What follows belongs to an exercise in optimizing a design on an open flow for a short achievable clock period and few clock cycles; a production flow would make more cautious choices. Where RTL was checked, it was by simulation tests only, not by an equivalence proof against the original. For run 4, only the layout was checked, not whether the RTL still works. No activity file was given, so power comes from the tool's default toggle rates.

[flow/config.mk]
export PLATFORM = sky130hd
export DESIGN_NAME = sisc
export DESIGN_NICKNAME = sisc
export VERILOG_FILES = /design/flow/design.v
export SDC_FILE = /design/flow/constraint.sdc
export NUM_CORES = 4
export LEC_CHECK = 0
export ABC_CLOCK_PERIOD_IN_PS = 2500
export CAP_MARGIN = 20
export CORE_MARGIN = 2
export CORE_UTILIZATION = 35
export PLACE_DENSITY = 0.5
export SETUP_SLACK_MARGIN = 4.5
export SLEW_MARGIN = 20
[flow/constraint.sdc]
create_clock -name core_clock -period 7.0 [get_ports {clk}]
set_input_delay 1.4000 -clock core_clock [delete_from_list [all_inputs] [get_ports {clk}]]
set_output_delay 1.4000 -clock core_clock [all_outputs]
set_load 0.01 [all_outputs]
[flow/design.v]
`timescale 1ns/100ps
module pfx_add #(parameter W = 32, parameter L = 5) (a, b, cin, sum, cout);
  input  [W-1:0] a, b;
  input          cin;
  output [W-1:0] sum;
  output         cout;
  wire [W-1:0] p0 = a ^ b;
  wire [W-1:0] g0 = a & b;
  wire [W-1:0] G [0:L];
  wire [W-1:0] P [0:L];
  assign G[0] = {g0[W-1:1], g0[0] | (p0[0] & cin)};
  assign P[0] = p0;
  genvar l, i;
  generate
    for (l = 0; l < L; l = l + 1) begin : lv
      for (i = 0; i < W; i = i + 1) begin : bt
        if (i >= (1 << l)) begin : c
          assign G[l+1][i] = G[l][i] | (P[l][i] & G[l][i-(1<<l)]);
          assign P[l+1][i] = P[l][i] & P[l][i-(1<<l)];
        end else begin : n
          assign G[l+1][i] = G[l][i];
          assign P[l+1][i] = P[l][i];
        end
      end
    end
  endgenerate
  assign sum  = p0 ^ {G[L][W-2:0], cin};
  assign cout = G[L][W-1];
endmodule
module pfx_pg #(parameter W = 32, parameter L = 5) (p, g, cin, sum, cout);
  input  [W-1:0] p, g;
  input          cin;
  output [W-1:0] sum;
  output         cout;
  wire [W-1:0] G [0:L];
  wire [W-1:0] P [0:L];
  assign G[0] = g;
  assign P[0] = p;
  genvar l, i;
  generate
    for (l = 0; l < L; l = l + 1) begin : lv
      for (i = 0; i < W; i = i + 1) begin : bt
        if (i >= (1 << l)) begin : c
          assign G[l+1][i] = G[l][i] | (P[l][i] & G[l][i-(1<<l)]);
          assign P[l+1][i] = P[l][i] & P[l][i-(1<<l)];
        end else begin : n
          assign G[l+1][i] = G[l][i];
          assign P[l+1][i] = P[l][i];
        end
      end
    end
  endgenerate
  assign sum  = p ^ {G[L][W-2:0], cin};
  assign cout = G[L][W-1];
endmodule
module alu (p, g, cin, a31, b31, fsb, sum, stat);
  input  [31:0] p, g;
  input         cin;
  input         a31, b31, fsb;
  output [31:0] sum;
  output [3:0]  stat;     
  wire cout;
  pfx_pg #(32, 5) add (.p (p), .g (g), .cin (cin), .sum (sum), .cout (cout));
  wire [31:0] zt = p ^ {p[30:0] | g[30:0], cin};
  assign stat[3] = cin ? ~cout : cout;
  assign stat[2] = (~(fsb ^ a31 ^ b31)) & (fsb ^ b31 ^ sum[31]);
  assign stat[1] = sum[31];
  assign stat[0] = ~|zt;
endmodule
module alu_log (a, b, funct, log_out);
  input  [31:0] a, b;
  input  [3:0]  funct;
  output [31:0] log_out;
  reg [31:0] lo;
  always @(*)
    case (funct[1:0])
      2'b00: lo = ~a;
      2'b01: lo = a | b;
      2'b10: lo = a & b;
      default: lo = a ^ b;
    endcase
  assign log_out = lo;
endmodule
module shf (a, b, funct, shf_out);
  input  [31:0] a;
  input  [31:0] b;
  input  [3:0]  funct;
  output [31:0] shf_out;
  reg [31:0] so;
  reg [63:0] rot;
  always @(*) begin
    rot = 64'h0;
    case (funct[1:0])
      2'b10: so = a >> b;
      2'b11: so = a << b;
      2'b00: begin
        rot = {a, a} >> b[4:0];
        so = rot[31:0];
      end
      default: begin
        rot = {a, a} << b[4:0];
        so = rot[63:32];
      end
    endcase
  end
  assign shf_out = so;
endmodule
`timescale 1ns/100ps
module rf (clk, sa, sb, xa, xb, m1, m2, rdata_a, rdata_b, we1, d1, we2, d2);
  input         clk;
  input  [15:0] sa, sb;
  input  [3:0]  xa, xb;
  input  [31:0] m1, m2;
  output [31:0] rdata_a, rdata_b;
  input  [15:0] we1, we2;
  input  [31:0] d1, d2;
  wire [31:0] oa [0:15];
  wire [31:0] ob [0:15];
  assign oa[0] = ({32{xa[0]}} & m1) | ({32{xa[1]}} & m2) | ({32{xa[2]}} & d1) | ({32{xa[3]}} & d2);
  assign ob[0] = ({32{xb[0]}} & m1) | ({32{xb[1]}} & m2) | ({32{xb[2]}} & d1) | ({32{xb[3]}} & d2);
  genvar i;
  generate
    for (i = 1; i < 16; i = i + 1) begin : r
      reg [31:0] q;
      always @(posedge clk)
        if (we1[i])
          q <= d1;
        else if (we2[i])
          q <= d2;
      assign oa[i] = oa[i-1] | ({32{sa[i]}} & q);
      assign ob[i] = ob[i-1] | ({32{sb[i]}} & q);
    end
  endgenerate
  assign rdata_a = oa[15];
  assign rdata_b = ob[15];
endmodule
`timescale 1ns/100ps
module sisc (clk, rst_f, imem_addr, imem_rdata, dmem_addr, dmem_wdata, dmem_we, dmem_rdata, halted);
  input         clk, rst_f;
  output [15:0] imem_addr;
  input  [31:0] imem_rdata;
  output [15:0] dmem_addr;
  output [31:0] dmem_wdata;
  output        dmem_we;
  input  [31:0] dmem_rdata;
  output        halted;
  localparam LOD = 4'd1, STR = 4'd2, SWAP = 4'd3, BRA = 4'd4, BRR = 4'd5, BNE = 4'd6,
             ALU = 4'd8, HLT = 4'd15;
  reg  [15:0] pc;
  reg  [3:0]  stat;           
  reg         halt_q;
  reg         d_valid;
  reg  [3:0]  d_mm;
  reg  [15:0] d_imm;
  reg  [15:0] d_rsoh, d_rtoh;  
  reg         d_rda, d_rdb;   
  reg  [15:0] d_sa, d_sb;     
  reg  [3:0]  d_xa, d_xb;     
  reg         d_ha, d_hb;     
  reg  [15:0] d_pc;           
  reg         d_br;           
  reg         d_brr;          
  reg         d_pred;         
  reg         d_inv;          
  reg         d_hlt;
  reg         d_lod, d_str, d_swp, d_immf, d_sub, d_wfl;
  reg  [15:0] d_w1;           
  reg  [15:0] d_w2;           
  reg         d_sel_add, d_sel_log, d_sel_shf;
  reg  [31:0] e_a, e_b;
  reg  [31:0] e_p, e_g;       
  reg  [31:0] e_pre;          
  reg         e_cin, e_fsb;
  reg  [3:0]  e_funct;
  reg         e_fl;           
  reg         e_lod, e_str;   
  reg         e_hlt;          
  reg  [15:0] e_we1, e_we2;   
  reg         e_sel_add, e_sel_pre, e_sel_shf;
  reg         e_chk;          
  reg  [3:0]  e_mm;
  reg         e_inv;
  reg  [15:0] e_alt;
  reg  [31:0] m_res, m_b;
  reg         m_lod, m_str;
  reg  [15:0] m_we1, m_we2;
  reg  [15:0] w_we1, w_we2;
  reg  [31:0] w_d1, w_d2;
  assign dmem_addr  = m_res[15:0];
  assign dmem_wdata = m_b;
  assign dmem_we    = m_str;
  assign imem_addr  = pc;
  assign halted     = halt_q;
  wire [31:0] m_d1 = m_lod ? dmem_rdata : m_res;
  wire [31:0] sum, sh_out;
  wire [3:0]  e_stat;
  alu my_alu (.p (e_p), .g (e_g), .cin (e_cin), .a31 (e_a[31]), .b31 (e_b[31]), .fsb (e_fsb),
              .sum (sum), .stat (e_stat));
  shf my_shf (.a (e_a), .b (e_b), .funct (e_funct), .shf_out (sh_out));
  wire [31:0] e_res = ({32{e_sel_add}} & sum)
                    | ({32{e_sel_shf}} & sh_out)
                    | ({32{e_sel_pre}} & e_pre);
  wire       e_redirect = e_chk & (|(e_mm & stat) ^ e_inv);
  wire [31:0] rf_a, rf_b;
  rf my_rf (.clk (clk), .sa (d_sa), .sb (d_sb), .xa (d_xa), .xb (d_xb),
            .m1 (m_d1), .m2 (m_b), .rdata_a (rf_a), .rdata_b (rf_b),
            .we1 (w_we1), .d1 (w_d1), .we2 (w_we2), .d2 (w_d2));
  wire [31:0] d_y = (d_immf | d_lod | d_str) ? {{16{d_imm[15]}}, d_imm} : d_sub ? ~rf_b : rf_b;
  wire [31:0] d_p = rf_a ^ d_y;
  wire [31:0] d_g = rf_a & d_y;
  wire [31:0] d_log;
  alu_log my_log (.a (rf_a), .b (rf_b), .funct (d_imm[3:0]), .log_out (d_log));
  wire        d_stall = d_valid & ((d_ha & d_rda) | (d_hb & d_rdb));
  wire [15:0] d_pc1, d_rel;
  wire        d_pc1_co, d_rel_co;
  pfx_add #(16, 4) inc1 (.a (d_pc), .b (16'h0000), .cin (1'b1), .sum (d_pc1), .cout (d_pc1_co));
  pfx_add #(16, 4) radd (.a (d_pc), .b (d_imm), .cin (1'b1), .sum (d_rel), .cout (d_rel_co));
  wire [15:0] d_alt = d_pred ? d_pc1 : d_brr ? d_rel : d_imm;
  wire       d_fast = ~e_fl | (d_mm[3:1] == 3'b000);
  wire       d_cond = e_fl ? (d_mm[0] & e_stat[0]) : |(d_mm & stat);
  wire       d_redirect = d_valid & d_br & d_fast & (d_cond ^ d_inv);
  wire       d_halt = d_valid & d_hlt & ~e_redirect;
  wire       d_go = d_valid & ~d_hlt & ~d_stall & ~halt_q & ~e_redirect;    
  wire [31:0] f_ir = imem_rdata;
  wire [3:0]  f_op = f_ir[31:28];
  wire [3:0]  f_mm = f_ir[27:24];
  wire [3:0]  f_rs = f_ir[23:20];
  wire [3:0]  f_rt = f_ir[19:16];
  wire [3:0]  f_rd = f_ir[15:12];
  wire [15:0] f_imm = f_ir[15:0];
  wire [3:0]  f_fn = f_ir[3:0];
  wire        f_immm = (f_mm == 4'd8);
  wire        f_lod = (f_op == LOD);
  wire        f_str = (f_op == STR);
  wire        f_swp = (f_op == SWAP);
  wire        f_alu = (f_op == ALU);
  wire        f_bne = (f_op == BNE);
  wire        f_brr = (f_op == BRR);
  wire        f_is_br = (f_op == BRA) | f_brr | f_bne;
  wire        f_hlt = (f_op == HLT);
  wire        f_flw = f_alu & ((f_fn == 4'd1) | (f_fn == 4'd2));
  wire        f_stable = ~(d_valid & d_wfl) & ~e_fl;
  wire        f_cond = |(f_mm & stat);
  wire        f_exact = f_bne ? ~f_cond : f_cond;
  wire [15:0] pc_inc;
  wire        pc_inc_co;
  pfx_add #(16, 4) inc  (.a (pc), .b (16'h0000), .cin (1'b1), .sum (pc_inc), .cout (pc_inc_co));
  wire        f_pred = f_is_br & ~f_brr & (f_stable ? f_exact : f_bne);
  wire [15:0] f_next = f_pred ? f_imm : pc_inc;
  wire [3:0]  f_dst = (f_alu & ~f_immm) ? f_rd : f_rt;
  wire        f_w1 = (f_alu | f_lod | f_swp) & (f_dst != 4'd0);
  wire        f_w2 = f_swp & (f_rs != 4'd0);
  wire        f_absa = (f_lod | f_str) & f_immm;      
  wire        f_rda = f_alu | f_swp | ((f_lod | f_str) & ~f_immm);
  wire        f_rdb = (f_alu & (~f_immm | f_flw)) | f_swp | f_str;
  function [15:0] onehot (input [3:0] x);
    onehot = 16'h0001 << x;
  endfunction
  wire [15:0] f_rsoh = f_absa ? 16'h0000 : (onehot(f_rs) & 16'hFFFE);
  wire [15:0] f_rtoh = onehot(f_rt) & 16'hFFFE;
  wire [15:0] n_rsoh = d_stall ? d_rsoh : f_rsoh;
  wire [15:0] n_rtoh = d_stall ? d_rtoh : f_rtoh;
  wire [15:0] e_pend = e_we1 | e_we2;
  wire [15:0] wv1 = m_we1 & ~e_pend;
  wire [15:0] wv2 = m_we2 & ~e_pend;
  wire [15:0] pend = e_pend | m_we1 | m_we2;
  wire [3:0]  n_xa = {|(wv2 & n_rsoh), |(wv1 & n_rsoh), |(e_we2 & n_rsoh), |(e_we1 & n_rsoh)};
  wire [3:0]  n_xb = {|(wv2 & n_rtoh), |(wv1 & n_rtoh), |(e_we2 & n_rtoh), |(e_we1 & n_rtoh)};
  wire [15:0] d_wr = d_w1 | d_w2;
  always @(posedge clk or negedge rst_f)
    if (!rst_f) begin
      pc      <= 16'h0000;
      d_valid <= 1'b0;
      halt_q  <= 1'b0;
      stat    <= 4'b0000;
      e_lod   <= 1'b0;
      e_str   <= 1'b0;
      e_hlt   <= 1'b0;
      e_chk   <= 1'b0;
      e_fl    <= 1'b0;
      e_we1   <= 16'h0000;
      e_we2   <= 16'h0000;
      m_lod   <= 1'b0;
      m_str   <= 1'b0;
      m_we1   <= 16'h0000;
      m_we2   <= 16'h0000;
      w_we1   <= 16'h0000;
      w_we2   <= 16'h0000;
    end else begin
      if (e_fl)
        stat <= e_stat;
      if (e_hlt)
        halt_q <= 1'b1;
      if (e_redirect)
        pc <= e_alt;
      else if (d_redirect)
        pc <= d_alt;
      else if (!d_stall)
        pc <= f_next;
      d_valid <= ~halt_q & ~e_hlt & ~d_halt & ~e_redirect & ~d_redirect;
      e_chk   <= d_go & d_br & ~d_fast;
      e_lod   <= d_go & d_lod;
      e_str   <= d_go & d_str;
      e_hlt   <= d_halt;
      e_fl    <= d_go & d_wfl;
      e_we1   <= d_go ? d_w1 : 16'h0000;
      e_we2   <= d_go ? d_w2 : 16'h0000;
      m_lod   <= e_lod;
      m_str   <= e_str;
      m_we1   <= e_we1;
      m_we2   <= e_we2;
      w_we1   <= m_we1;
      w_we2   <= m_we2;
    end
  always @(posedge clk) begin
    if (!d_stall) begin
      d_mm       <= f_mm;
      d_imm      <= f_imm;
      d_rsoh     <= f_rsoh;
      d_rtoh     <= f_rtoh;
      d_rda      <= f_rda;
      d_rdb      <= f_rdb;
      d_pc       <= pc;
      d_br       <= f_is_br;
      d_brr      <= f_brr;
      d_pred     <= f_pred;
      d_inv      <= f_bne ^ f_pred;
      d_hlt      <= f_hlt;
      d_lod      <= f_lod;
      d_str      <= f_str;
      d_swp      <= f_swp;
      d_immf     <= f_alu & f_immm;
      d_sub      <= f_alu & ~f_immm & (f_fn == 4'd2);
      d_wfl      <= f_flw;
      d_w1       <= f_w1 ? onehot(f_dst) : 16'h0000;
      d_w2       <= f_w2 ? onehot(f_rs) : 16'h0000;
      d_sel_add  <= (f_alu & (f_immm | (f_fn[3:2] == 2'b00))) | f_lod | f_str;
      d_sel_log  <= f_alu & ~f_immm & (f_fn[3:2] == 2'b01);
      d_sel_shf  <= f_alu & ~f_immm & (f_fn[3:2] == 2'b10);
    end
    d_xa <= n_xa;
    d_xb <= n_xb;
    d_sa <= n_rsoh & ~pend;
    d_sb <= n_rtoh & ~pend;
    d_ha <= ~d_stall & d_valid & |(d_wr & f_rsoh);
    d_hb <= ~d_stall & d_valid & |(d_wr & f_rtoh);
    e_a       <= rf_a;
    e_b       <= rf_b;
    e_p       <= d_p;
    e_g       <= {d_g[31:1], d_g[0] | (d_p[0] & d_sub)};
    e_pre     <= d_swp ? rf_a : d_log;
    e_cin     <= d_sub;
    e_fsb     <= d_imm[3:0] == 4'd2;
    e_funct   <= d_imm[3:0];
    e_sel_add <= d_sel_add;
    e_sel_pre <= d_sel_log | d_swp;
    e_sel_shf <= d_sel_shf;
    e_mm      <= d_mm;
    e_inv     <= d_inv;
    e_alt     <= d_alt;
    m_res     <= e_res;
    m_b       <= e_b;
    w_d1      <= m_d1;
    w_d2      <= m_b;
  end
endmodule
[flow/run.sh]
#!/bin/bash
# synth_recipe.tcl (not shown) runs the flow's synth.tcl, then flattens the netlist and writes it again
# the make line also repeats each setting of config.mk as NAME=value (left out here)
make -C /OpenROAD-flow-scripts/flow DESIGN_CONFIG=/design/flow/config.mk WORK_HOME=/design/flow/orfs CLKGATE_MAP_FILE= SYNTH_SCRIPT=/design/flow/synth_recipe.tcl finish
==> reports/metrics.csv, run 1 <==
metric,value,unit
Async SR Flop Fraction,11.44,%
initial antenna violation count,5,
Slew headroom,19.90,%
largest net degree at the start of global routing,68,
post-synthesis register bit count,1075,
initial core utilization,35.13,%
Worst Clk Skew,0.03653,ns
Hold Fails Final Rpt,0,
post-synthesis cell count,5091,
Power Dens Cells,321.3,nW/µm²
Tcrit/Tclk final,41.33,%
post-route antenna net violation count,0,
HPWL Detailed,157.1,mm
I/O pin count,132,
first-pass GRT wire length,376.8,mm
Max-Cap Viols,0,
Final Setup Violations,0,
busiest grt layer,met2,
Die Ht,404.7,µm
Core Area,160000,µm²
Sink Count,1075,
CTS tree,yes,
H-tree level count,4,
vias in the first global route,47560,
Worst EP required,7.64,ns
Highest Clock Rate,345.6,MHz
worst hold slack,0.3477,ns
FF-to-FF Start,e_g[5],
fill count,14950,
CTS buffer count,130,
"EDFF count, synth",564,
Routability Congestion,0.9769,
TNS Setup,0,ns
Critical path origin,e_g[5],
All-Layer GR Usage,32.43,%
cts hold-fix bufs,0,
clock latency on the worst-skew pair,0.79,ns
WS Path Type,reg -> reg,
DRC,0,
"worst slack, placed",2.562,ns
Worst-path clk slew,0.06,ns
Leak Pwr,25.80,nW
Max VDD drop,0.2421,mV
met2 GRT Util,47.49,%
hold crit path type,reg -> reg,
"Design Area, Final",71140,µm²
fin worst setup slack,4.107,ns
Syn Area/Cell,11.04,µm²
row count,147,
synth unique cells,90,
synth-to-layout area growth,26.57,%
TritonRoute pass-1 iters,7,
Hold Path Origin,e_lod,
Port Buffer Count,131,
Worst-Margin Slew,1.201,ns
RSZ-0062 raised after global routing,true,
layout cells sized above 1,36.69,%
CP Launch Type,register,
met1 usage,44.25,%
"Slew Viols, Final",0,
DIE WIDTH,404.7,µm
Max Root-Sink Buffers,3,
most common flop cell mapped by yosys,edfxtp_1,
Power Total,22.86,mW
GRT overflow,0,
Tmin final,2.893,ns
placed cell areas,59970,µm²
first-iteration detailed-routing DRC count,7532,
via count,50300,
CP Max Fanout,3,
Setup crit end kind,register,
root buf cell,clkbuf_16,
drt via density,6.640,
GRT met3 Usage,8.041,%
synthesized area,56210,µm²
drt total wl,278.2,mm
Crit path arrival time,3.54,ns
die area,163800,µm²
yosys warns,6,
Routed WL per cell,36.73,µm
Final nets,5520,
sequential area share after synthesis,49.43,%
status,timing/DRC/antenna clean,
synthesized netlist by cell type (all sizes together), types with 35 or more instances:
master  number  area, µm²
a22oi      599       4497
dfrtp      123       3078
mux2i       75      750.7
clkbuf     380       1426
mux4        78       1757
nor3        89      456.7
nor2       339       1280
a21oi      155      779.5
inv         61      229.0
a211oi     122      920.9
nand3      101      510.5
nor2b       42      262.8
o21ai      169      845.8
edfxtp     564      16940
nand2      299       1122
xnor2       68      595.6
nand4      201       1257
dfxtp      388       7767
mux2       541       6092
ha          82       1026
and2        59      369.1
a22o        35      306.5
buf         64      380.4
o31ai       58      435.4
per-stage QoR:
stage	std cells	util (%)
after global routing	7568	44.45
after detailed placement	6952	37.48
final	7575	44.46
after global placement	6951	37.47
after floorplan	5092	-
after CTS	7466	43.00
power by group:
group / total, mW / switching (mW) / leakage [nW] / internal [mW]
registers: 8.84 / 1.36 / 10.2 / 7.49
clock network: 6.91 / 2.92 / 2.06 / 3.99
logic: 7.10 / 3.87 / 13.5 / 3.23
timing repair:
item,CTS,global route
endpoints found under the setup margin,432,257
gates resized for setup,974,313
cloned,17,2
pin swaps,221,232
buffers inserted,255,99
critical path, stage by stage (launching register included):
cell,delay (ns)
dfxtp_4,0.34
or3_4,0.38
a211o_1,0.28
o2111ai_4,0.33
nand3_4,0.17
o31ai_4,0.35
mux2i_4,0.44
nand2_2,0.15
mux2_4,0.32
sequential cells by signal (all words and copies together), names as in the netlist, 32 cells and up:
signal	flops
my_rf.r.q	480
e_a	32
w_d1	32
w_d2	32
m_res	32
m_b	32
e_pre	32
e_p	32
e_g	32
e_b	32
cell families after synthesis:
group / count (synthesis) / share of synthesized area (%)
other: 1 / 0.006672
xor gates and xnor gates: 100 / 1.558
adders and majority gates: 83 / 1.861
and+or+nand+nor: 1257 / 10.95
AOI/OAI and AO/OA: 1372 / 17.25
buffers and inverters: 509 / 3.648
muxes: 694 / 15.30
DFF: 1075 / 49.43
cell usage in the layout (no fill, tap or decap), drive strengths merged, types with 35 or more instances in the layout:
cell type | synthesis | layout
inv | 61 | 65
mux2 | 541 | 541
a211oi | 122 | 122
a21oi | 155 | 155
ha | 82 | 82
buf | 64 | 530
and2 | 59 | 60
nand3 | 101 | 101
xnor2 | 68 | 68
clkbuf | 380 | 201
a22oi | 599 | 599
nand4 | 201 | 201
dfrtp | 123 | 123
dfxtp | 388 | 388
nand2 | 299 | 299
o31ai | 58 | 58
o21ai | 169 | 169
edfxtp | 564 | 564
nor2 | 339 | 339
mux4 | 78 | 78
nor3 | 89 | 89
nor2b | 42 | 43
a22o | 35 | 35
mux2i | 75 | 75
routing by layer:
metal,part of all wire (%),vias to the layer above
met5,0.020,-
met1,39,25220
li1,-,20340
met3,12,894
met2,42,3829
met4,6.5,8
final timing paths:
path	endpoint	slack (ns)	cells after the start
max	stat[1]	4.11	8
min	m_lod	0.35	0
max reg2reg	stat[1]	4.11	8
min reg2reg	m_lod	0.35	0
max in group asynchronous	w_we1[15]	5.01	2
min in group asynchronous	pc[14]	0.60	1
layout make-up:
class	instances	area [µm²]	share of cell area, %
diodes	8	20.02	0.02814
clock buffers	194	3645	5.123
clock inverters	48	650.6	0.9145
inverters	65	282.8	0.3975
multi-input cells	3510	29660	41.69
flip-flops and latches	1075	28170	39.60
well taps	2086	2610	3.669
repair buffers	589	6103	8.579
Testbench counts, summed over its fixed seeds: cycles 34,887.
==> run 2: changes to the inputs <==
--- a/flow/config.mk
+++ b/flow/config.mk
@@ -10,5 +10,5 @@
 export CORE_MARGIN = 2
 export CORE_UTILIZATION = 35
 export PLACE_DENSITY = 0.5
-export SETUP_SLACK_MARGIN = 4.5
+export SETUP_SLACK_MARGIN = 4.8
 export SLEW_MARGIN = 20
==> run 2 against run 1 <==
  * Sequential power about the same
  * Die area unchanged
  * Clock power decreased by 6.9%
  * Area after synthesis unchanged
  * Flip-flop and latch count unchanged
  * Via count increased by 1.6%
  * Global-route usage increased by 1.4 points
  * Non-clock buffer count increased by 72
  * First-iteration DRC count increased by 6.0%
  * Critical path depth increased by 1
  * Critical path type unchanged
  * Largest cell class unchanged
==> reports/metrics.csv, run 2 <==
metric,value,unit,change
WS Path Type,reg -> reg,,
Synth Area in XOR/XNOR,1.558,%,unchanged
GRT met3 Usage,9.501,%,+1.5 points
vias in the first global route,47870,,+0.67%
Async SR Flop Fraction,11.44,%,unchanged
worst hold slack,0.3403,ns,-0.007399 ns
RSZ-0062 raised after global routing,true,,
busiest grt layer,met2,,
CTS buffer count,117,,-10%
Leak Pwr,26.61,nW,+3.1%
root buf cell,clkbuf_16,,
Die Ht,404.7,µm,unchanged
"commonest non-fill, non-tap cell in the layout",a22oi_1,,
Worst-Margin Slew,1.434,ns,+0.2323 ns
"slowest stage delay, CP",0.63,ns,+0.19 ns
post-synthesis compound-gate area fraction,17.25,%,unchanged
Core Area,160000,µm²,unchanged
GRT overflow,0,,unchanged
sequential area share after synthesis,49.43,%,unchanged
Max Root-Sink Buffers,3,,unchanged
TNS Setup,0,ns,unchanged
DRC,0,,unchanged
fill count,14790,,-1.1%
Int Power,14.34,mW,-2.5%
Max-Cap Viols,0,,unchanged
Tmin final,2.952,ns,+0.05829 ns
synthesized area,56210,µm²,unchanged
Slew headroom,4.416,%,-15 points
most common flop cell mapped by yosys,edfxtp_1,,
largest register by flop count,my_rf.r.q,,
yosys warns,6,,unchanged
Worst-path clk slew,0.06,ns,about the same
Setup crit end kind,register,,
post-route antenna net violation count,0,,unchanged
drt total wl,289.5,mm,+4.0%
power share of the sequential group,39.4,%,+0.7 points
Synth Area in Simple Gates,10.95,%,unchanged
Routed WL per cell,37.90,µm,+3.2%
slowest CP cell,mux4_2,,
"EDFF count, synth",564,,unchanged
synth-to-layout area growth,29.47,%,
CP Cell Sequence,buf_12 > buf_12 > mux4_2 > mux2_4 > mux2i_4 > mux2i_1 > a21oi_1 > o211ai_1 > a221o_1,,
Hold Fails Final Rpt,0,,unchanged
status,timing/DRC/antenna clean,,
H-tree level count,3,,-1
Sink Count,1075,,unchanged
Worst Clk Skew,0.07503,ns,+0.03849 ns
adder-cell share of the synthesized area,1.861,%,unchanged
clock power share,28.6,%,-1.6 points
Syn Area/Cell,11.04,µm²,unchanged
layout cells sized above 1,39.13,%,+2.4 points
first-iteration detailed-routing DRC count,7985,,+6.0%
main combinational cell family by area after synthesis,compound AO/OA/AOI/OAI gates,,
Yosys top cell area share,30.13,%,unchanged
initial antenna violation count,6,,+1
largest net degree at the start of global routing,69,,+1.5%
Port Buffer Count,131,,unchanged
post-synthesis cell count,5091,,unchanged
HPWL Detailed,156.4,mm,-0.47%
Final Setup Violations,0,,unchanged
DIE WIDTH,404.7,µm,unchanged
initial core utilization,35.13,%,unchanged
TritonRoute pass-1 iters,7,,unchanged
top post-synthesis cells by count,"a22oi_1, edfxtp_1, mux2_2, dfxtp_1, clkbuf_1",,
NetSw,8.142,mW,about the same
max reg flops,480,,unchanged
synth unique cells,90,,unchanged
main area contributors after synthesis,"edfxtp_1, dfxtp_1, mux2_2",,
Routability Congestion,0.9832,,+0.64%
CP Launch Type,register,,
top-count cell post-synth,a22oi_1,,
switching portion of total power,36.21,%,+0.55 points
via count,51110,,+1.6%
drt via density,6.692,,+0.79%
clock latency on the worst-skew pair,0.78,ns,about the same
I/O pin count,132,,unchanged
CP Max Fanout,8,,+5
Highest Clock Rate,338.8,MHz,-2.0%
die area,163800,µm²,unchanged
Crit path arrival time,3.55,ns,about the same
logic gate share of total power,32.0,%,+0.9 points
post-synthesis register bit count,1075,,unchanged
first-pass GRT wire length,389.2,mm,+3.3%
row count,147,,unchanged
met2 GRT Util,49.01,%,+1.5 points
Power Dens Cells,309.0,nW/µm²,-3.8%
largest area contributor in the netlist,edfxtp_1,,
Final nets,5585,,+1.2%
met1 usage,45.17,%,+0.92 points
Tcrit/Tclk final,42.16,%,+0.83 points
Max VDD drop,0.2308,mV,-4.7%
"most used cell, CP",buf_12,,
multiplexer share of the synthesized area,15.30,%,unchanged
"Slew Viols, Final",0,,unchanged
Worst EP required,7.60,ns,-0.04 ns
"commonest cells after routing, fill and taps aside","a22oi_1, edfxtp_1, mux2_2, nor2_1, buf_4",,
hold crit path type,reg -> reg,,
CTS tree,yes,,
All-Layer GR Usage,33.86,%,+1.4 points
[run 2: kinds of logic after synthesis]
group           count (synthesis)
buf+inv                       509
simple gates                 1257
compound gates               1372
flops                        1075
other cells                     1
mux                           694
xor+xnor                      100
fa+ha+maj                      83
[run 2: layout make-up]
cell class / instances / area (µm²) / area share, %
Timing Repair Buffer: 661 / 7412 / 10.19
Inverter: 65 / 325.3 / 0.4470
Timing Repair inverter: 2 / 25.02 / 0.03439
Clock inverter: 63 / 688.2 / 0.9456
Antenna cell: 10 / 25.02 / 0.03439
Sequential cell: 1075 / 28210 / 38.77
Tap cell: 2086 / 2610 / 3.587
Clock buffer: 161 / 3248 / 4.463
Multi-Input combinational cell: 3514 / 30220 / 41.53
[run 2: power groups by stage]
stage	Combinational, mW	Sequential, mW	Clock [mW]
global placement	5.08	9.01	0
global route	7.53	8.93	6.71
floorplan	3.91	8.04	0
finish	7.19	8.87	6.43
detailed placement	5.10	9.01	0
CTS	6.46	8.79	6.47
[run 2: per-stage QoR]
stage / cells / setup WS [ns] / cell area, µm² / total power, mW / util, %
2_1_floorplan: 5092 / 3.854 / 57700 / 11.94 / -
3_3_place_gp: 6937 / 2.018 / 60280 / 14.09 / 37.67
3_5_place_dp: 6937 / 2.100 / 60280 / 14.11 / 37.67
4_1_cts: 7517 / 4.089 / 70340 / 21.72 / 43.96
5_1_grt: 7627 / 4.024 / 72750 / 23.18 / 45.46
6_report: 7637 / 4.048 / 72770 / 22.49 / 45.48
[run 2: path summary, 6_finish.rpt]
kind	cells past startpoint	slack, ns	end	from
worst min register to register	0	0.34	e_sel_shf	d_sel_shf
worst max register to register	9	4.05	m_res[2]	e_b[0]
worst max-delay path	9	4.05	m_res[2]	e_b[0]
min in group asynchronous	1	0.62	pc[7]	rst_f
max in group asynchronous	2	5.24	w_we1[13]	rst_f
worst min-delay path	0	0.34	e_sel_shf	d_sel_shf
[run 2: timing repair]
item	in CTS	in global routing
resized for setup	1115	307
hold buffers	0	0
gates cloned	25	8
pin swaps	298	264
setup endpoints to repair	907	309
setup buffers	331	102
[run 2: routing by layer]
layer	up-vias	part of all wire, %
li1	20440	-
met1	25770	38
met2	3904	42
met3	984	13
met4	8	7.5
met5	-	0.017
[run 2: critical path: cells and delay by family (launching register included)]
kind                   cells  cell delay (ns)
buffers and inverters      2             0.28
multiplexers               4             1.22
flip-flops                 1             0.37
AO/OA/AOI/OAI              3             0.90
==> run 3: changes to the inputs <==
--- a/flow/config.mk
+++ b/flow/config.mk
@@ -8,7 +8,7 @@
 export ABC_CLOCK_PERIOD_IN_PS = 2500
 export CAP_MARGIN = 20
 export CORE_MARGIN = 2
-export CORE_UTILIZATION = 35
-export PLACE_DENSITY = 0.5
-export SETUP_SLACK_MARGIN = 4.8
+export CORE_UTILIZATION = 30
+export PLACE_DENSITY = 0.4
+export SETUP_SLACK_MARGIN = 4.5
 export SLEW_MARGIN = 20
==> run 3 against run 2 <==
  * Still clean
  * Worst setup slack worse by 0.069 ns
  * Sequential share of layout area up 0.45 points
  * Wire length up 2.9%
  * Count of clock-buffer cells in the layout up 37
  * First-iteration DRC count down 22%
  * Power up 2.1%
  * Critical path type unchanged
  * Critical endpoint is now m_res[6]
==> reports/metrics.csv, run 3 <==
metric,value,unit,change
synthesized area,56210,µm²,unchanged
H-tree level count,4,,+1
post-synthesis register bit count,1075,,unchanged
last element of the critical path,m_res[6],,
initial antenna violation count,6,,unchanged
RSZ-0062 raised after global routing,true,,
status,timing/DRC/antenna clean,,
"Slew Viols, Final",0,,unchanged
All-Layer GR Usage,29.70,%,-4.2 points
I/O pin count,132,,unchanged
r2r endpoint,m_res[6],,
yosys warns,6,,unchanged
drt total wl,298.0,mm,+2.9%
TritonRoute pass-1 iters,8,,+1
first-iteration detailed-routing DRC count,6201,,-22%
root buf cell,clkbuf_16,,
row count,158,,+7.5%
Leak Pwr,26.00,nW,-2.3%
Core Area,185800,µm²,+16%
Crit path arrival time,3.68,ns,+0.13 ns
Synth Area in Simple Gates,10.95,%,unchanged
Power Dens Cells,319.4,nW/µm²,+3.4%
main area contributors after synthesis,"edfxtp_1, dfxtp_1, mux2_2",,
CTS buffer count,132,,+13%
Routability Congestion,0.9285,,-5.6%
Tcrit/Tclk final,43.16,%,+0.99 points
max reg flops,480,,unchanged
Sink Count,1075,,unchanged
Syn Area/Cell,11.04,µm²,unchanged
fin worst setup slack,3.979,ns,-0.06936 ns
main combinational cell family by area after synthesis,compound AO/OA/AOI/OAI gates,,
vias in the first global route,47450,,-0.88%
Slew headroom,20.58,%,+16 points
die area,190800,µm²,+16%
post-synthesis cell count,5091,,unchanged
Final nets,5539,,-0.82%
DIE WIDTH,436.9,µm,+7.9%
largest area contributor in the netlist,edfxtp_1,,
"EDFF count, synth",564,,unchanged
DRC,0,,unchanged
Routed WL per cell,37.32,µm,-1.5%
post-route antenna net violation count,0,,unchanged
top-count cell post-synth,a22oi_1,,
cts hold-fix bufs,0,,unchanged
"Design Area, Final",71890,µm²,-1.2%
Worst-path clk slew,0.06,ns,about the same
Async SR Flop Fraction,11.44,%,unchanged
fill count,18170,,+23%
FF-to-FF Start,e_b[0],,
placed cell areas,60570,µm²,+0.49%
post-synthesis compound-gate area fraction,17.25,%,unchanged
largest register by flop count,my_rf.r.q,,
multiplexer share of the synthesized area,15.30,%,unchanged
Finished Core Util,38.68,%,-6.8 points
Tmin final,3.021,ns,+0.06936 ns
CP Max Fanout,6,,-2
Worst Clk Skew,0.03224,ns,-0.04279 ns
largest net degree at the start of global routing,73,,+5.8%
synth-to-layout area growth,27.89,%,
initial core utilization,30.25,%,-4.9 points
clock latency on the worst-skew pair,0.80,ns,+0.02 ns
"commonest cells after routing, fill and taps aside","a22oi_1, edfxtp_1, mux2_2, buf_4, nor2_1",,
Worst EP required,7.66,ns,+0.06 ns
CP Launch Type,register,,
Hold Fails Final Rpt,0,,unchanged
Final Setup Violations,0,,unchanged
TNS Setup,0,ns,unchanged
Max VDD drop,0.2061,mV,-11%
Setup crit end kind,register,,
CTS tree,yes,,
Port Buffer Count,131,,unchanged
r2r setup slk,3.98,ns,-0.07 ns
first-pass GRT wire length,398.5,mm,+2.4%
layout cells sized above 1,37.39,%,-1.7 points
synth unique cells,90,,unchanged
HPWL Detailed,174.1,mm,+11%
Synth Area in XOR/XNOR,1.558,%,unchanged
sequential area share after synthesis,49.43,%,unchanged
"commonest non-fill, non-tap cell in the layout",a22oi_1,,
"worst slack, placed",1.997,ns,-0.1028 ns
Yosys top cell area share,30.13,%,unchanged
adder-cell share of the synthesized area,1.861,%,unchanged
Max-Cap Viols,0,,unchanged
GRT overflow,0,,unchanged
most common flop cell mapped by yosys,edfxtp_1,,
top post-synthesis cells by count,"a22oi_1, edfxtp_1, mux2_2, dfxtp_1, clkbuf_1",,
hold crit path type,reg -> reg,,
Critical path origin,e_b[0],,
drt via density,6.189,,-7.5%
R2R depth,9,,unchanged
WS Path Type,reg -> reg,,
via count,49410,,-3.3%
Die Ht,436.9,µm,+7.9%
Worst-Margin Slew,1.191,ns,-0.2424 ns
Highest Clock Rate,331.0,MHz,-2.3%
Max Root-Sink Buffers,3,,unchanged
run 3: cell counts after synthesis:
No cell type changed its count.
run 3: how the worst min path moves through the flow:
| stage | start | end | slack [ns] | depth (start not counted) |
|---|---|---|---|---|
| floorplan | d_sel_add | e_sel_add | 0.32 | 0 |
| global placement | d_sel_add | e_sel_add | 0.33 | 0 |
| detailed placement | d_sel_shf | e_sel_shf | 0.33 | 0 |
| CTS | d_sel_shf | e_sel_shf | 0.34 | 0 |
| global route | d_sel_shf | e_sel_shf | 0.35 | 0 |
| finish | d_sel_shf | e_sel_shf | 0.34 | 0 |
run 3: logic make-up (layout without fill, tap and decap cells):
family / after synthesis / count (layout)
AOI/OAI and AO/OA: 1372 / 1372
xor gates and xnor gates: 100 / 100
adders and majority gates: 83 / 83
buffers and inverters: 509 / 915
DFF: 1075 / 1075
muxes: 694 / 694
other: 1 / 5
and+or+nand+nor: 1257 / 1260
run 3: repair_timing:
item | in CTS | in global routing
endpoints found under the setup margin | 452 | 208
cloned | 18 | 1
endpoints found under the hold margin | 0 | 0
gates resized for setup | 1065 | 220
buffers inserted | 280 | 77
pin swaps | 294 | 211
run 3: where the power goes:
group          switching (mW)  internal (mW)
clock                    2.92           4.07
sequential               1.44           7.49
combinational            3.85           3.19
total                    8.21           14.8
run 3: per-layer routing:
| metal | vias up | track usage [%] | share of wire (%) |
|---|---|---|---|
| met3 | 691 | 6.691 | 9.5 |
| met4 | 8 | 15.62 | 6.4 |
| met5 | - | 0 | 0.035 |
| met2 | 3024 | 45.16 | 44 |
| met1 | 25330 | 39.25 | 40 |
| li1 | 20360 | - | - |
run 3: area by class of cell:
cell class	instances	area (µm²)	area share, %
clock buffers	198	3908	5.436
repair buffers	605	6210	8.638
clock inverters	47	451.7	0.6283
well taps	2480	3103	4.317
multi-input cells	3511	29740	41.37
inverters	65	270.3	0.3760
diodes	3	7.507	0.01044
flip-flops and latches	1075	28200	39.22
run 3: worst max-delay path, cell delays in order (launching register included):
cell and delay [ns]:
dfxtp_4 0.48, buf_4 0.16, buf_8 0.10, mux4_2 0.63, buf_4 0.19, mux4_2 0.50, nor2_4 0.11, o21ai_1 0.10
a211oi_4 0.48, o21ai_2 0.12
run 3: metrics by stage:
stage | hold slack (ns) | cells | total power [mW]
floorplan | 0.3233 | 5092 | 11.87
CTS | 0.3415 | 7903 | 22.52
finish | 0.3374 | 7984 | 22.96
global route | 0.3528 | 7981 | 23.79
detailed placement | 0.3329 | 7360 | 14.29
global placement | 0.3293 | 7360 | 14.32
==> run 4: changes to the inputs <==
--- a/flow/design.v
+++ b/flow/design.v
@@ -1,9 +1,10 @@
 `timescale 1ns/100ps
-module pfx_add #(parameter W = 32, parameter L = 5) (a, b, cin, sum, cout);
+module pfx_add #(parameter W = 32) (a, b, cin, sum, cout);
   input  [W-1:0] a, b;
   input          cin;
   output [W-1:0] sum;
   output         cout;
+  localparam L = $clog2(W);
   wire [W-1:0] p0 = a ^ b;
   wire [W-1:0] g0 = a & b;
   wire [W-1:0] G [0:L];
@@ -27,50 +28,23 @@
   assign sum  = p0 ^ {G[L][W-2:0], cin};
   assign cout = G[L][W-1];
 endmodule
-module pfx_pg #(parameter W = 32, parameter L = 5) (p, g, cin, sum, cout);
-  input  [W-1:0] p, g;
-  input          cin;
-  output [W-1:0] sum;
-  output         cout;
-  wire [W-1:0] G [0:L];
-  wire [W-1:0] P [0:L];
-  assign G[0] = g;
-  assign P[0] = p;
-  genvar l, i;
-  generate
-    for (l = 0; l < L; l = l + 1) begin : lv
-      for (i = 0; i < W; i = i + 1) begin : bt
-        if (i >= (1 << l)) begin : c
-          assign G[l+1][i] = G[l][i] | (P[l][i] & G[l][i-(1<<l)]);
-          assign P[l+1][i] = P[l][i] & P[l][i-(1<<l)];
-        end else begin : n
-          assign G[l+1][i] = G[l][i];
-          assign P[l+1][i] = P[l][i];
-        end
-      end
-    end
-  endgenerate
-  assign sum  = p ^ {G[L][W-2:0], cin};
-  assign cout = G[L][W-1];
-endmodule
-module alu (p, g, cin, a31, b31, fsb, sum, stat);
-  input  [31:0] p, g;
+module alu (a, b, y, cin, funct, sum, log_out, stat);
+  input  [31:0] a;
+  input  [31:0] b;
+  input  [31:0] y;
   input         cin;
-  input         a31, b31, fsb;
+  input  [3:0]  funct;
   output [31:0] sum;
+  output [31:0] log_out;
   output [3:0]  stat;     
   wire cout;
-  pfx_pg #(32, 5) add (.p (p), .g (g), .cin (cin), .sum (sum), .cout (cout));
-  wire [31:0] zt = p ^ {p[30:0] | g[30:0], cin};
+  pfx_add #(32) add (.a (a), .b (y), .cin (cin), .sum (sum), .cout (cout));
+  wire [31:0] zt = (a ^ y) ^ {a[30:0] | y[30:0], cin};
+  wire fsb = (funct == 4'd2);
   assign stat[3] = cin ? ~cout : cout;
-  assign stat[2] = (~(fsb ^ a31 ^ b31)) & (fsb ^ b31 ^ sum[31]);
+  assign stat[2] = (~(fsb ^ a[31] ^ b[31])) & (fsb ^ b[31] ^ sum[31]);
   assign stat[1] = sum[31];
   assign stat[0] = ~|zt;
-endmodule
-module alu_log (a, b, funct, log_out);
-  input  [31:0] a, b;
-  input  [3:0]  funct;
-  output [31:0] log_out;
   reg [31:0] lo;
   always @(*)
     case (funct[1:0])
@@ -167,16 +141,14 @@
   reg  [15:0] d_w1;           
   reg  [15:0] d_w2;           
   reg         d_sel_add, d_sel_log, d_sel_shf;
-  reg  [31:0] e_a, e_b;
-  reg  [31:0] e_p, e_g;       
-  reg  [31:0] e_pre;          
-  reg         e_cin, e_fsb;
+  reg  [31:0] e_a, e_b, e_y;
+  reg         e_cin;
   reg  [3:0]  e_funct;
   reg         e_fl;           
   reg         e_lod, e_str;   
   reg         e_hlt;          
   reg  [15:0] e_we1, e_we2;   
-  reg         e_sel_add, e_sel_pre, e_sel_shf;
+  reg         e_sel_add, e_sel_log, e_sel_shf, e_sel_swp;
   reg         e_chk;          
   reg  [3:0]  e_mm;
   reg         e_inv;
@@ -192,29 +164,26 @@
   assign imem_addr  = pc;
   assign halted     = halt_q;
   wire [31:0] m_d1 = m_lod ? dmem_rdata : m_res;
-  wire [31:0] sum, sh_out;
+  wire [31:0] sum, log_out, sh_out;
   wire [3:0]  e_stat;
-  alu my_alu (.p (e_p), .g (e_g), .cin (e_cin), .a31 (e_a[31]), .b31 (e_b[31]), .fsb (e_fsb),
-              .sum (sum), .stat (e_stat));
+  alu my_alu (.a (e_a), .b (e_b), .y (e_y), .cin (e_cin), .funct (e_funct),
+              .sum (sum), .log_out (log_out), .stat (e_stat));
   shf my_shf (.a (e_a), .b (e_b), .funct (e_funct), .shf_out (sh_out));
   wire [31:0] e_res = ({32{e_sel_add}} & sum)
+                    | ({32{e_sel_log}} & log_out)
                     | ({32{e_sel_shf}} & sh_out)
-                    | ({32{e_sel_pre}} & e_pre);
+                    | ({32{e_sel_swp}} & e_a);
   wire       e_redirect = e_chk & (|(e_mm & stat) ^ e_inv);
   wire [31:0] rf_a, rf_b;
   rf my_rf (.clk (clk), .sa (d_sa), .sb (d_sb), .xa (d_xa), .xb (d_xb),
             .m1 (m_d1), .m2 (m_b), .rdata_a (rf_a), .rdata_b (rf_b),
             .we1 (w_we1), .d1 (w_d1), .we2 (w_we2), .d2 (w_d2));
   wire [31:0] d_y = (d_immf | d_lod | d_str) ? {{16{d_imm[15]}}, d_imm} : d_sub ? ~rf_b : rf_b;
-  wire [31:0] d_p = rf_a ^ d_y;
-  wire [31:0] d_g = rf_a & d_y;
-  wire [31:0] d_log;
-  alu_log my_log (.a (rf_a), .b (rf_b), .funct (d_imm[3:0]), .log_out (d_log));
   wire        d_stall = d_valid & ((d_ha & d_rda) | (d_hb & d_rdb));
   wire [15:0] d_pc1, d_rel;
   wire        d_pc1_co, d_rel_co;
-  pfx_add #(16, 4) inc1 (.a (d_pc), .b (16'h0000), .cin (1'b1), .sum (d_pc1), .cout (d_pc1_co));
-  pfx_add #(16, 4) radd (.a (d_pc), .b (d_imm), .cin (1'b1), .sum (d_rel), .cout (d_rel_co));
+  pfx_add #(16) inc1 (.a (d_pc), .b (16'h0000), .cin (1'b1), .sum (d_pc1), .cout (d_pc1_co));
+  pfx_add #(16) radd (.a (d_pc), .b (d_imm), .cin (1'b1), .sum (d_rel), .cout (d_rel_co));
   wire [15:0] d_alt = d_pred ? d_pc1 : d_brr ? d_rel : d_imm;
   wire       d_fast = ~e_fl | (d_mm[3:1] == 3'b000);
   wire       d_cond = e_fl ? (d_mm[0] & e_stat[0]) : |(d_mm & stat);
@@ -244,7 +213,7 @@
   wire        f_exact = f_bne ? ~f_cond : f_cond;
   wire [15:0] pc_inc;
   wire        pc_inc_co;
-  pfx_add #(16, 4) inc  (.a (pc), .b (16'h0000), .cin (1'b1), .sum (pc_inc), .cout (pc_inc_co));
+  pfx_add #(16) inc  (.a (pc), .b (16'h0000), .cin (1'b1), .sum (pc_inc), .cout (pc_inc_co));
   wire        f_pred = f_is_br & ~f_brr & (f_stable ? f_exact : f_bne);
   wire [15:0] f_next = f_pred ? f_imm : pc_inc;
   wire [3:0]  f_dst = (f_alu & ~f_immm) ? f_rd : f_rt;
@@ -260,12 +229,16 @@
   wire [15:0] f_rtoh = onehot(f_rt) & 16'hFFFE;
   wire [15:0] n_rsoh = d_stall ? d_rsoh : f_rsoh;
   wire [15:0] n_rtoh = d_stall ? d_rtoh : f_rtoh;
-  wire [15:0] e_pend = e_we1 | e_we2;
-  wire [15:0] wv1 = m_we1 & ~e_pend;
-  wire [15:0] wv2 = m_we2 & ~e_pend;
-  wire [15:0] pend = e_pend | m_we1 | m_we2;
-  wire [3:0]  n_xa = {|(wv2 & n_rsoh), |(wv1 & n_rsoh), |(e_we2 & n_rsoh), |(e_we1 & n_rsoh)};
-  wire [3:0]  n_xb = {|(wv2 & n_rtoh), |(wv1 & n_rtoh), |(e_we2 & n_rtoh), |(e_we1 & n_rtoh)};
+  wire        n_am1 = |(e_we1 & n_rsoh);
+  wire        n_am2 = |(e_we2 & n_rsoh);
+  wire        n_aw1 = |(m_we1 & n_rsoh);
+  wire        n_aw2 = |(m_we2 & n_rsoh);
+  wire        n_bm1 = |(e_we1 & n_rtoh);
+  wire        n_bm2 = |(e_we2 & n_rtoh);
+  wire        n_bw1 = |(m_we1 & n_rtoh);
+  wire        n_bw2 = |(m_we2 & n_rtoh);
+  wire [3:0]  n_xa = {~n_am1 & ~n_am2 & ~n_aw1 & n_aw2, ~n_am1 & ~n_am2 & n_aw1, ~n_am1 & n_am2, n_am1};
+  wire [3:0]  n_xb = {~n_bm1 & ~n_bm2 & ~n_bw1 & n_bw2, ~n_bm1 & ~n_bm2 & n_bw1, ~n_bm1 & n_bm2, n_bm1};
   wire [15:0] d_wr = d_w1 | d_w2;
   always @(posedge clk or negedge rst_f)
     if (!rst_f) begin
@@ -340,21 +313,19 @@
     end
     d_xa <= n_xa;
     d_xb <= n_xb;
-    d_sa <= n_rsoh & ~pend;
-    d_sb <= n_rtoh & ~pend;
+    d_sa <= (n_am1 | n_am2 | n_aw1 | n_aw2) ? 16'h0000 : n_rsoh;
+    d_sb <= (n_bm1 | n_bm2 | n_bw1 | n_bw2) ? 16'h0000 : n_rtoh;
     d_ha <= ~d_stall & d_valid & |(d_wr & f_rsoh);
     d_hb <= ~d_stall & d_valid & |(d_wr & f_rtoh);
     e_a       <= rf_a;
     e_b       <= rf_b;
-    e_p       <= d_p;
-    e_g       <= {d_g[31:1], d_g[0] | (d_p[0] & d_sub)};
-    e_pre     <= d_swp ? rf_a : d_log;
+    e_y       <= d_y;
     e_cin     <= d_sub;
-    e_fsb     <= d_imm[3:0] == 4'd2;
     e_funct   <= d_imm[3:0];
     e_sel_add <= d_sel_add;
-    e_sel_pre <= d_sel_log | d_swp;
+    e_sel_log <= d_sel_log;
     e_sel_shf <= d_sel_shf;
+    e_sel_swp <= d_swp;
     e_mm      <= d_mm;
     e_inv     <= d_inv;
     e_alt     <= d_alt;
--- a/flow/config.mk
+++ b/flow/config.mk
@@ -8,7 +8,7 @@
 export ABC_CLOCK_PERIOD_IN_PS = 2500
 export CAP_MARGIN = 20
 export CORE_MARGIN = 2
-export CORE_UTILIZATION = 30
-export PLACE_DENSITY = 0.4
+export CORE_UTILIZATION = 35
+export PLACE_DENSITY = 0.5
 export SETUP_SLACK_MARGIN = 4.5
 export SLEW_MARGIN = 20
==> run 4 against run 3 <==
  * Critical endpoint is now stat[3]
  * Clock power decreased by 11%
  * First-iteration DRC count increased by 15%
  * Critical path depth increased by 2
  * Still clean on timing, DRC and antenna
  * Die area decreased by 15%
  * Maximum frequency decreased by 3.9%
  * Via count decreased by 3.4%
  * Non-clock buffer count decreased by 114
  * Count of clock-buffer cells in the layout decreased by 30
  * Combinational power increased by 3.1%
  * Power decreased by 6.5%
  * Utilization increased by 5.2 points
  * Wire length decreased by 10%
==> reports/metrics.csv, run 4 <==
metric,value,unit,change
layout cells sized above 1,36.93,%,-0.47 points
All-Layer GR Usage,31.96,%,+2.3 points
logic gate share of total power,33.8,%,+3.1 points
GRT overflow,0,,unchanged
Slew headroom,28.44,%,+7.9 points
initial antenna violation count,13,,+7
main area contributors after synthesis,"edfxtp_1, dfxtp_1, mux2_2",,
Final Setup Violations,0,,unchanged
largest area contributor in the netlist,edfxtp_1,,
DRC,0,,unchanged
most common flop cell mapped by yosys,edfxtp_1,,
worst hold path cell count,0,,unchanged
CTS tree,yes,,
CP Cell Sequence,fa_2 > inv_2 > fa_2 > nor2b_4 > o31ai_4 > a311o_2 > a21oi_4 > o2111ai_4 > a211oi_2 > or4_4 > a31o_4,,
power share of the sequential group,37.3,%,-1.6 points
Worst EP required,7.63,ns,-0.03 ns
Finished Core Util,43.87,%,+5.2 points
I/O pin count,132,,unchanged
post-synthesis cell count,4884,,-4.1%
die area,161400,µm²,-15%
CTS buffer count,113,,-14%
CP Max Fanout,3,,-3
Port Buffer Count,131,,unchanged
met2 GRT Util,47.93,%,+2.8 points
hold crit path type,reg -> reg,,
"slowest stage delay, CP",0.50,ns,-0.13 ns
drt via density,6.592,,+6.5%
Final nets,5289,,-4.5%
CP top delay family,compound AO/OA/AOI/OAI gates,,
Core Area,156600,µm²,-16%
"EDFF count, synth",564,,unchanged
"commonest cells after routing, fill and taps aside","a22oi_1, edfxtp_1, mux2_2, buf_4, nand2_1",,
drt total wl,267.2,mm,-10%
busiest grt layer,met2,,
Die Ht,401.7,µm,-8.0%
Power Total,21.47,mW,-6.5%
WS Path Type,reg -> reg,,
top-count cell post-synth,a22oi_1,,
Hold Fails Final Rpt,0,,unchanged
Yosys top cell area share,30.59,%,+0.46 points
Tcrit/Tclk final,44.92,%,+1.8 points
largest register by flop count,my_rf.r.q,,
DIE WIDTH,401.7,µm,-8.0%
TritonRoute pass-1 iters,9,,+1
initial core utilization,35.36,%,+5.1 points
WP buf/inv,1,,-2
status,timing/DRC/antenna clean,,
first-iteration detailed-routing DRC count,7145,,+15%
switching portion of total power,35.38,%,-0.36 points
Power Dens Cells,312.5,nW/µm²,-2.1%
first-pass GRT wire length,368.0,mm,-7.7%
HPWL Detailed,154.0,mm,-12%
post-route antenna net violation count,0,,unchanged
Max-Cap Viols,0,,unchanged
synth-to-layout area growth,24.07,%,
Worst-path clk slew,0.06,ns,about the same
Max VDD drop,0.2478,mV,+20%
NetSw,7.595,mW,-7.4%
top post-synthesis cells by count,"a22oi_1, mux2_2, edfxtp_1, clkbuf_1, dfxtp_1",,
row count,145,,-8.2%
Async SR Flop Fraction,12.14,%,+0.70 points
r2r endpoint,stat[3],,
GRT met3 Usage,8.783,%,+2.1 points
synth unique cells,93,,+3.3%
yosys warns,6,,unchanged
Setup crit end kind,register,,
Worst Clk Skew,0.07741,ns,+0.04518 ns
slowest CP cell,or4_4,,
cts hold-fix bufs,0,,unchanged
FF-to-FF Start,e_y[0],,
CP Launch Type,register,,
Sink Count,1013,,-5.8%
clock power share,28.9,%,-1.5 points
Hold Path Origin,d_sel_log,,
placed cell areas,58780,µm²,-3.0%
H-tree level count,3,,-1
Routed WL per cell,36.88,µm,-1.2%
vias in the first global route,46270,,-2.5%
Syn Area/Cell,11.34,µm²,+2.7%
Crit path arrival time,3.77,ns,+0.09 ns
"Design Area, Final",68690,µm²,-4.4%
Tmin final,3.144,ns,+0.1232 ns
Max Root-Sink Buffers,3,,unchanged
"most used cell, CP",fa_2,,
via count,47750,,-3.4%
largest net degree at the start of global routing,80,,+9.6%
Worst-Margin Slew,1.073,ns,-0.1180 ns
synthesized area,55360,µm²,-1.5%
root buf cell,clkbuf_16,,
"commonest non-fill, non-tap cell in the layout",a22oi_1,,
max reg flops,480,,unchanged
sequential area share after synthesis,47.94,%,-1.5 points
"Slew Viols, Final",0,,unchanged
RSZ-0062 raised after global routing,true,,
TNS Setup,0,ns,unchanged
met1 usage,42.14,%,+2.9 points
Int Power,13.87,mW,-6.0%
r2r setup slk,3.86,ns,-0.12 ns
end of the worst hold path,e_sel_log,,
Highest Clock Rate,318.1,MHz,-3.9%
Routability Congestion,0.9677,,+4.2%
post-synthesis register bit count,1013,,-5.8%
clock latency on the worst-skew pair,0.78,ns,-0.02 ns
worst hold slack,0.3460,ns,+0.008595 ns
R2R depth,11,,+2
Leak Pwr,25.08,nW,-3.5%
run 4: cell count changes after synthesis, moves of 28 or more:
cell	change
a211oi_1	-60
a22oi_1	+38
clkbuf_1	-41
dfxtp_1	-62
ha_1	+61
inv_1	+109
mux2_2	+30
nand2_1	-77
nand3_1	-33
nand4_1	-47
nor2_1	-109
nor2b_1	-28
nor3_1	-43
o31ai_1	-50
run 4: power by group through the flow:
| stage | logic (mW) | registers, mW | clock network (mW) |
|---|---|---|---|
| global route | 7.64 | 8.06 | 6.46 |
| CTS | 6.63 | 7.98 | 6.25 |
| finish | 7.26 | 8.01 | 6.20 |
| detailed placement | 5.27 | 8.15 | 0 |
| floorplan | 3.82 | 7.50 | 0 |
| global placement | 5.23 | 8.17 | 0 |
run 4: routing by layer:
| metal | routed length [µm] | up-vias |
|---|---|---|
| met1 | 103700 | 24080 |
| li1 | - | 19230 |
| met4 | 16550 | 4 |
| met3 | 31080 | 970 |
| met5 | 74 | - |
| met2 | 115800 | 3471 |
run 4: cell type report:
cell class                      instances  area [µm²]
Antenna cell                            8       20.02
Clock buffer                          168        3307
Clock inverter                         48       528.0
Fill cell                           14430       87880
Inverter                              172       669.4
Multi-Input combinational cell       3286       29620
Sequential cell                      1013       26970
Tap cell                             2058        2575
Timing Repair Buffer                  491        4997
run 4: logic make-up after synthesis:
group / share of synthesized area, %
compound gates: 16.46
flops: 47.94
simple gates: 9.096
mux: 16.95
buf+inv: 4.337
fa+ha+maj: 3.340
xor+xnor: 1.865
other cells: 0.006773
run 4: worst max-delay path by stage:
stage	startpoint	to	slack, ns	cells after the start
after floorplan	imem_rdata[26]	d_sa[12]	3.64	10
after global placement	imem_rdata[26]	d_sa[2]	1.96	9
after detailed placement	imem_rdata[26]	d_sa[5]	1.89	9
after CTS	e_cin	m_res[20]	3.87	12
after global routing	e_y[0]	m_res[18]	3.79	13
final	e_y[0]	stat[3]	3.86	11
run 4: stage by stage:
step | worst slack [ns] | cells
4_1_cts | 3.872 | 7182
2_1_floorplan | 3.644 | 4885
6_report | 3.856 | 7244
3_5_place_dp | 1.894 | 6753
3_3_place_gp | 1.964 | 6753
5_1_grt | 3.788 | 7237
run 4: repair_timing:
action                                 in CTS  in global routing
endpoints found under the hold margin       0                  0
buffers inserted                          199                 50
setup endpoints to repair                 388                183
resized for setup                        1064                200
pin swaps                                 149                115
cloned                                     14                  3

separate check: timing with driven ports:
No port has a modelled driver above. Below, the same layouts with a new extraction and two added sets of constraints.
Step 1: set_driving_cell puts a clkbuf_16 on clk and a buf_2 on each other input, an assumption about the parent block.
Step 2 adds t to the input delays and takes it off the output delays; t is the mean of the earliest and latest rising clock arrival at the registers after step 1. Input paths then give back, and output paths get back, about the clock's delay inside the block.
Slacks: ideal ports / drivers / drivers and shift; pairs: ideal ports / drivers.
| run | shift t [ns] | setup slack, ns | worst hold slack (ns) | latest minus earliest clock arrival (ns) | worst slew at a driven data input, ns |
|---|---|---|---|---|---|
| run 1 | 0.853 | 4.107 / 4.107 / 3.431 | 0.348 / 0.348 / 0.348 | 0.037 / 0.037 | 0.10 |
| run 2 | 0.827 | 4.048 / 4.048 / 3.479 | 0.340 / 0.340 / 0.340 | 0.078 / 0.077 | 0.06 |
| run 3 | 0.863 | 3.979 / 3.979 / 3.306 | 0.337 / 0.337 / 0.337 | 0.033 / 0.033 | 0.06 |
| run 4 | 0.826 | 3.856 / 3.856 / 3.152 | 0.346 / 0.346 / 0.346 | 0.078 / 0.078 | 0.10 |
After both steps setup and hold are still met in every run listed. For run 4, which loses most, drivers alone change the setup slack by 0.000 ns; drivers and shift together by -0.704 ns.
